Source: an optimization exercise on an open RTL-to-GDS flow (aim: small area and a short achievable clock period). Production flows keep margins and buffers that such runs may drop. At most, simulation tests tie the RTL to the original design; equivalence was not proved. Power figures rest on the tool's default switching activity, not on a simulated workload.

## matrix_dot_4x4
module matrix_dot_4x4 (
    input clk,
    input reset,
    input [7:0] A_in_0, A_in_1, A_in_2, A_in_3,
    input [7:0] B_in_0, B_in_1, B_in_2, B_in_3,
    output [31:0] C_out_00, C_out_01, C_out_02, C_out_03,
    output [31:0] C_out_10, C_out_11, C_out_12, C_out_13,
    output [31:0] C_out_20, C_out_21, C_out_22, C_out_23,
    output [31:0] C_out_30, C_out_31, C_out_32, C_out_33
);
For scale: roughly 5,300 cells after synthesis, about 1,100 flip-flops, about 580 I/O pins, about 57,000 um2 of cells after synthesis.
export LEC_CHECK = 0
export CAP_MARGIN = 5
export CORE_MARGIN = 2
export CORE_UTILIZATION = 40
export CTS_CLUSTER_DIAMETER = 120
export CTS_CLUSTER_SIZE = 24
export SETUP_SLACK_MARGIN = 2.6
export SLEW_MARGIN = 5
export SYNTH_HIERARCHICAL = 1
export TNS_END_PERCENT = 20
create_clock -name core_clock -period 5.0 [get_ports {clk}]
run.sh (not shown) runs the stock make flow with config.mk's settings and CLKGATE_MAP_FILE= SYNTH_SCRIPT=/design/flow/synth_recipe.tcl, a recipe that flattens the netlist after the stock synthesis.
Change:
- CAP_MARGIN: 5 -> 20
- SLEW_MARGIN: 5 -> 20
- TNS_END_PERCENT: 20 -> unset
Die area is unchanged.
Design area climbs by 1.6%.
Total power climbs by 4.6%.
Wire length climbs by 1.8%.
Synthesized cell count does not change.
Sequential share of layout area drops by 0.44 points.
Area after synthesis does not change.
Critical path depth stays the same.
Cell count climbs by 0.70%.
No functional check of the RTL was part of any run of this note.


Setup of run A:
Another version of the RTL of matrix_dot_4x4 (not shown whole).
Size in the first run: about 5,600 cells after synthesis, about 1,100 flip-flops, ~580 I/O pins, about 59,000 um2 of cells after synthesis.
==> flow/config.mk <==
export PLATFORM = sky130hd
export DESIGN_NAME = matrix_dot_4x4
export DESIGN_NICKNAME = matrix_dot_4x4
export VERILOG_FILES = /design/flow/design.v
export SDC_FILE = /design/flow/constraint.sdc
export NUM_CORES = 4
export LEC_CHECK = 0
export CAP_MARGIN = 20
export CORE_MARGIN = 2
export CORE_UTILIZATION = 40
export SETUP_SLACK_MARGIN = 2.6
export SLEW_MARGIN = 20
export SYNTH_HIERARCHICAL = 1
==> flow/constraint.sdc <==
create_clock -name core_clock -period 5.0 [get_ports {clk}]
set_input_delay 1.0000 -clock core_clock [delete_from_list [all_inputs] [get_ports {clk}]]
set_output_delay 1.0000 -clock core_clock [all_outputs]
set_load 0.01 [all_outputs]
Here is what was changed in the inputs of run B compared with run A.
- a change of SETUP_SLACK_MARGIN from 2.6 to 2.8
==> flow/flow/run.sh (new file) <==
#!/bin/bash
# Layout flow: the standard layout (standard.sh), with the port buffers
# made of plain buffers instead of the delay-cell footprint buffer_ports picks
# by default. Every tool's output goes to standard.log in this folder.
set -euo pipefail
export BUFFER_PORTS_ARGS="-buffer_cell sky130_fd_sc_hd__buf_4"
bash standard.sh finish > standard.log 2>&1
==> flow/standard.sh (new file) <==
#!/bin/bash
# synth_recipe.tcl (not shown) runs the flow's synth.tcl, then flattens the netlist and writes it again
# the make line also repeats each setting of config.mk as NAME=value (left out here)
make -C /OpenROAD-flow-scripts/flow DESIGN_CONFIG=/design/flow/config.mk WORK_HOME=/design/flow/orfs CLKGATE_MAP_FILE= SYNTH_SCRIPT=/design/flow/synth_recipe.tcl "${@:-finish}"
removed: flow/run.sh
## What came out
Per the comparison of run B with run A, highest clock frequency the design can meet now sits lower; fill cell instance count of the final layout decreased about 3%.
Final cell count is lower on run A


Setup of build 80:
Another version of the RTL of matrix_dot_4x4 (not shown whole).
Size in the first run: roughly 5200 cells after synthesis, ~1100 flip-flops, roughly 580 I/O pins.
## matrix_dot_4x4
module matrix_dot_4x4 (
    input clk,
    input reset,
    input [7:0] A_in_0, A_in_1, A_in_2, A_in_3,
    input [7:0] B_in_0, B_in_1, B_in_2, B_in_3,
    output [31:0] C_out_00, C_out_01, C_out_02, C_out_03,
    output [31:0] C_out_10, C_out_11, C_out_12, C_out_13,
    output [31:0] C_out_20, C_out_21, C_out_22, C_out_23,
    output [31:0] C_out_30, C_out_31, C_out_32, C_out_33
);
    reg [7:0] a0_0, a0_1, a0_2;
    reg [9:1] xa0_0, xa0_1, xa0_2;
    reg [7:0] a1_0, a1_1, a1_2;
    reg [9:1] xa1_0, xa1_1, xa1_2;
    reg [7:0] a2_0, a2_1, a2_2;
    reg [9:1] xa2_0, xa2_1, xa2_2;
    reg [7:0] a3_0, a3_1, a3_2;
    reg [9:1] xa3_0, xa3_1, xa3_2;
    reg [7:0] b0_0, b0_1, b0_2;
    reg [7:0] b1_0, b1_1, b1_2;
    reg [7:0] b2_0, b2_1, b2_2;
    reg [7:0] b3_0, b3_1, b3_2;
    reg [9:1] xb0_0, xb0_1, xb0_2;
    wire [9:1] a3n0;
    PE_x3 ua3n0 (.v(A_in_0), .y(a3n0));
    wire [9:1] a3n1;
    PE_x3 ua3n1 (.v(A_in_1), .y(a3n1));
    wire [9:1] a3n2;
    PE_x3 ua3n2 (.v(A_in_2), .y(a3n2));
    wire [9:1] a3n3;
    PE_x3 ua3n3 (.v(A_in_3), .y(a3n3));
    wire [9:1] b3n0;
    PE_x3 ub3n0 (.v(B_in_0), .y(b3n0));
  ...
clock: 5.0 ns
lec_check: 0
cap_margin: 20
core_margin: 2
core_utilization: 40
cts_cluster_diameter: 150
cts_cluster_size: 30
setup_slack_margin: 2.6
slew_margin: 20
synth_hierarchical: 1
Stock flow here: none of the scripts above is used.
Build 80 ended with every stage complete and zero timing, DRC or antenna violations.
### build 80 -> build 8
- clearing CTS_CLUSTER_SIZE, which used to be 30
- putting CTS_BUF_LIST at sky130_fd_sc_hd__clkbuf_4 sky130_fd_sc_hd__clkbuf_8 where nothing was set
- clearing CTS_CLUSTER_DIAMETER, which used to be 150
### Flow results
- Build 8 finished every step from synthesis to the final layout, and the layout passed the timing, design-rule and antenna checks.
- No stage failed in build 80, and the final checks on the layout all came back clean.
- Cmp build 8 vs build 80: number of vias per cell after detailed routing lower in build 8
- Relative to build 80, the sequential standard cell area of build 8 is higher by about 0.8%.
- Post-synthesis to final-layout area growth ends up higher on build 8.
- Diff build 80 -> build 8: sum of routed wire length over all layers now sits higher, clock distribution area overhead in the final layout +4.7 points, total power went up by about 13%.
- The run showing the smaller peak fanout along the critical path is build 8.
Inputs modified between build 8 and build 6:
- CTS_CLUSTER_SIZE now 30, previously not set
- CTS_BUF_LIST no longer set, was sky130_fd_sc_hd__clkbuf_4 sky130_fd_sc_hd__clkbuf_8
- CTS_CLUSTER_DIAMETER now 150, previously not set
- TNS_END_PERCENT now 20, previously not set
Notes after the runs:
Compared with build 8, in build 6 buffer share of cell area decreased 0.55 points, critical path depth dropped 11.
Share of final-layout standard cells stronger than drive strength 1 ended up 16 points lower on build 6 than on build 8.
Taking build 8 as the reference, in build 6 worst reg2reg path depth now larger; hold slack now larger; fmax now larger; sequential cell area now smaller; count of placed standard cells including taps comparable.
Taking build 6 over build 8, the worst-case vdd ir drop ratio works out to 1.11.
Post-CTS resize count, build 8 and build 6: lower on build 6
No stage failed in build 6, and the final checks on the layout all came back clean.
Looking at fraction of power consumed by the clock network, build 6 sits 7.1 points lower than build 8 does.
--- input diff build 6..build 30 ---
- CTS_CLUSTER_DIAMETER: 150 -> unset
- CTS_CLUSTER_SIZE: 30 -> unset
- TNS_END_PERCENT: 20 -> unset
- CTS_BUF_LIST: unset -> sky130_fd_sc_hd__clkbuf_4 sky130_fd_sc_hd__clkbuf_8
==> flow/flow/run.sh (new file) <==
#!/bin/bash
# Layout flow: the standard layout (standard.sh), with the port buffers
# made of plain buffers instead of the delay-cell footprint buffer_ports picks
# by default. Every tool's output goes to standard.log in this folder.
set -euo pipefail
export BUFFER_PORTS_ARGS="-buffer_cell sky130_fd_sc_hd__buf_2"
bash standard.sh finish > standard.log 2>&1
==> flow/standard.sh (new file) <==
#!/bin/bash
# synth_recipe.tcl (not shown) runs the flow's synth.tcl, then flattens the netlist and writes it again
# the make line also repeats each setting of config.mk as NAME=value (left out here)
make -C /OpenROAD-flow-scripts/flow DESIGN_CONFIG=/design/flow/config.mk WORK_HOME=/design/flow/orfs CLKGATE_MAP_FILE= SYNTH_SCRIPT=/design/flow/synth_recipe.tcl "${@:-finish}"
removed: flow/run.sh
Findings:
Looking only at final instance area, and setting everything else aside, the lower value of build 6 and build 30 goes to build 6.
[build 30] number of global-route vias before repair rose 1592 relative to build 6
Of build 6 and build 30, the higher first-iteration DRC count belongs to build 30.
For total power draw, dividing the value from build 6 by the value from build 30 gives 0.843.
Critical path depth: build 30 vs build 6 up 10
No functional check of the RTL was part of any run of this note.

what the ideal ports hide:
No port has a modelled driver above. Below, the same layouts with a new extraction and two added sets of constraints.
Step 1 sets driving cells, clkbuf_16 on the clock port and buf_2 on the other inputs (assumed; they add their load-dependent delay and slew).
Step 2, shift: input delay + t, output delay - t, t = (earliest + latest rising clock arrival at the registers) / 2. This alone moves slack from input paths to output paths.
a / b / c = ideal ports / drivers / drivers and shift; a / b = the first two.
| run | shift t [ns] | slack for setup (ns) | worst setup path at the end | pins driven straight from the clock port |
|---|---|---|---|---|
| the first run of note 1 | 0.748 | 2.282 / 2.282 / 1.782 | input to register | 1 |
| the second run of note 1 | 0.751 | 2.289 / 2.289 / 1.821 | input to register | 1 |
| run A | 0.799 | 2.507 / 2.465 / 1.768 | input to register | 1 |
| run B | 0.790 | 2.450 / 2.450 / 1.955 | input to register | 1 |
| build 80 | 0.730 | 2.439 / 2.439 / 1.844 | input to register | 1 |
| build 8 | 0.989 | 2.396 / 2.396 / 1.553 | input to register | 1 |
| build 6 | 0.737 | 2.409 / 2.334 / 1.687 | input to register | 1 |
| build 30 | 0.948 | 2.470 / 2.438 / 1.795 | input to register | 1 |
After both steps setup and hold are still met in every run listed. The setup slack of build 8, which loses most, moves by 0.000 ns with the drivers and by -0.843 ns with both steps.
